Context: an optimization exercise on an open-source flow, tuned for small area and a short achievable clock period. The choices shown serve that exercise and are no tape-out recipe.
At most, simulation tests tie the RTL to the original design; equivalence was not proved.
Power figures rest on the tool's default switching activity, not on a simulated workload.

## run a
## fp_multiplier
module fp_multiplier (
    input         sign,
    input         clk,
    input         rst,
    input  [16:0] a,
    input  [16:0] b,
    output [17:0] out,
    output reg    overflow,
    output reg    underflow
);
Settings: LEC_CHECK=0, CAP_MARGIN=20, CORE_MARGIN=2, CORE_UTILIZATION=40, SETUP_SLACK_MARGIN=5, SLEW_MARGIN=20, SYNTH_HIERARCHICAL=1; clock period 8.0 ns.
standard.sh (not shown) runs the stock make flow with config.mk's settings and CLKGATE_MAP_FILE= SYNTH_SCRIPT=/design/flow/synth_recipe.tcl, a recipe that flattens the netlist after the stock synthesis.
==> flow/flow/run.sh <==
#!/bin/bash
# Standard layout, with a plain buffer (buf_2) on every input and output port.
set -euo pipefail
bash standard.sh "BUFFER_PORTS_ARGS=-buffer_cell sky130_fd_sc_hd__buf_2" finish > make_finish.log 2>&1
Looking at the reports, run a completed the entire flow and the layout it produced met the timing, DRC and antenna checks.
What run b does differently from run a at the input level:
--- a/flow/design.v
+++ b/flow/design.v
@@ -1,16 +1,16 @@
 module fp_multiplier (
     input         sign,
     input         clk,
     input         rst,
     input  [16:0] a,
     input  [16:0] b,
     output [17:0] out,
-    output reg    overflow,
-    output reg    underflow
+    output        overflow,
+    output        underflow
 );
   wire [17:0] xa = {sign & a[16], a};
   wire [17:0] yb = {sign & b[16], b};
   wire [8:0] neg_d, one_d, two_d;
   wire [18:0] ybz = {yb, 1'b0};
   genvar gi;
   generate for (gi = 0; gi < 9; gi = gi + 1) begin : benc
@@ -444,15 +444,16 @@
   assign lG491 = lG471 | (lP472 & lG487);
   assign lP492 = lP472 & lP488;
   wire ck_w = lG491;
   wire [9:0] lzt = {((c393 ^ s394) ~^ (c391 | s392)), ((c391 ^ s392) ~^ (c389 | s390)), ((c389 ^ s390) ~^ (c387 | s388)), ((c387 ^ s388) ~^ (c385 | s386)), ((c385 ^ s386) ~^ (c383 | s384)), ((c383 ^ s384) ~^ (c381 | s382)), ((c381 ^ s382) ~^ (s380 | pp21)), ((s380 ^ pp21) ~^ (pp2 | 1'b0)), ((pp2 ^ 1'b0) ~^ (negr[0] | pp1)), ~(negr[0] ^ pp1)};
   wire [9:0] lot = {(c393 ^ s394), (c391 ^ s392), (c389 ^ s390), (c387 ^ s388), (c385 ^ s386), (c383 ^ s384), (c381 ^ s382), (s380 ^ pp21), (pp2 ^ 1'b0), (negr[0] ^ pp1)};
   wire [23:0] ha_w = {c441, c439, c437, c435, c433, c431, c429, c427, c425, c423, c421, c419, c417, c415, c413, c411, c409, c407, c405, c403, c401, c399, c397, c395};
   wire [23:0] hb_w = {s442, s440, s438, s436, s434, s432, s430, s428, s426, s424, s422, s420, s418, s416, s414, s412, s410, s408, s406, s404, s402, s400, s398, s396};
-  reg [23:0] ra, rb;
+  reg [23:0] ra;
+  reg [23:0] rb;
   reg lor, land, ck, s2, rst_d;
   always @(posedge clk) begin
     ra <= ha_w; rb <= hb_w; s2 <= s1; rst_d <= rst;
     lor <= ~&lzt; land <= &lot; ck <= ck_w;
   end
   assign hg493 = (ck & ck);
   assign hp494 = (ck ^ ck);
@@ -614,19 +615,29 @@
   assign hP650 = hP632 & hP630;
   wire [33:10] ph = {(hp542 ^ hG647), (hp540 ^ hG645), (hp538 ^ hG643), (hp536 ^ hG641), (hp534 ^ hG639), (hp532 ^ hG637), (hp530 ^ hG635), (hp528 ^ hG633), (hp526 ^ hG629), (hp524 ^ hG627), (hp522 ^ hG625), (hp520 ^ hG623), (hp518 ^ hG621), (hp516 ^ hG619), (hp514 ^ hG617), (hp512 ^ hG615), (hp510 ^ hG597), (hp508 ^ hG595), (hp506 ^ hG593), (hp504 ^ hG591), (hp502 ^ hG569), (hp500 ^ hG567), (hp498 ^ hG543), (hp496 ^ hg493)};
   wire neg = s2 & ph[33];
   wire ovf_w = neg ? ~&ph[33:25] : |ph[33:24];
   wire unf_w = neg ? ~(&ph[15:10] & land) : (|ph[15:10] | lor);
   wire clr = rst | rst_d;
   reg [17:0] out_r;
+  wire ovf0_w = |ph[32:24];
+  wire ovf1_w = ~s2 | ~&ph[32:25];
+  wire unf0_w = (|ph[15:10] | lor);
+  wire unf1_w = s2 ? ~(&ph[15:10] & land) : (|ph[15:10] | lor);
+  reg ovf0_r, ovf1_r, unf0_r, unf1_r, p33_r;
   always @(posedge clk) begin
-    out_r     <= clr ? 18'd0 : ph[31:14];
-    overflow  <= clr ? 1'b0 : ovf_w;
-    underflow <= clr ? 1'b0 : unf_w;
+    out_r  <= clr ? 18'd0 : ph[31:14];
+    ovf0_r <= clr ? 1'b0 : ovf0_w;
+    ovf1_r <= clr ? 1'b0 : ovf1_w;
+    unf0_r <= clr ? 1'b0 : unf0_w;
+    unf1_r <= clr ? 1'b0 : unf1_w;
+    p33_r  <= ph[33];
   end
+  assign overflow = p33_r ? ovf1_r : ovf0_r;
+  assign underflow = p33_r ? unf1_r : unf0_r;
   assign out = out_r;
 endmodule
 module fp_fa (input a, input b, input c, output s, output co);
   assign s = a ^ b ^ c;
   assign co = (a & b) | (c & (a ^ b));
 endmodule
 module fp_ha (input a, input b, output s, output co);
Notes after the runs:
The final clock period utilization by the worst path of run b exceeds that of run a by 1.3 points.
Combinational power share: run b < run a
Total routed wirelength was higher in run a than in run b.
Run b reports its critical path endpoint as lor$_DFF_P_ while run a reports rb[13]$_DFF_P_.
Layout-stage area growth over the synthesis result ended up 1.0 points lower on run b than on run a.
When run b is measured against run a, its net switching share of the total power turns out 1.2 points higher.
Density: run b sparser than run a
Run b has less setup slack than run a.
Run b ended up with a higher proportion of cell area occupied by registers than run a did.
Compared to run a, run b has post-route non-filler standard cell count 13 lower.
Function not checked in run b: the RTL went through the layout flow alone.

-- port drivers added, routing unchanged --
How much do the figures lean on ideal ports? The routed layouts below were timed once more, with nothing changed but the port constraints.
Step 1 assumes that a clkbuf_16 drives the clock port and a buf_2 every other input.
Step 2, shift: input delay + t, output delay - t, t = (earliest + latest rising clock arrival at the registers) / 2. This alone moves slack from input paths to output paths.
Slacks: no drivers / after step 1 / after step 2; pairs: no drivers / after step 1.
| run | t, ns | slack for setup (ns) | worst setup path at the end | worst data-port slew with drivers (ns) |
|---|---|---|---|---|
| run a | 0.468 | 5.036 / 5.036 / 4.887 | input to register | 0.03 |
| run b | 0.468 | 4.933 / 4.933 / 4.892 | input to register | 0.03 |
After both steps every run listed still meets setup and hold. The setup slack of run a, which loses most, moves by 0.000 ns with the drivers and by -0.149 ns with both steps.
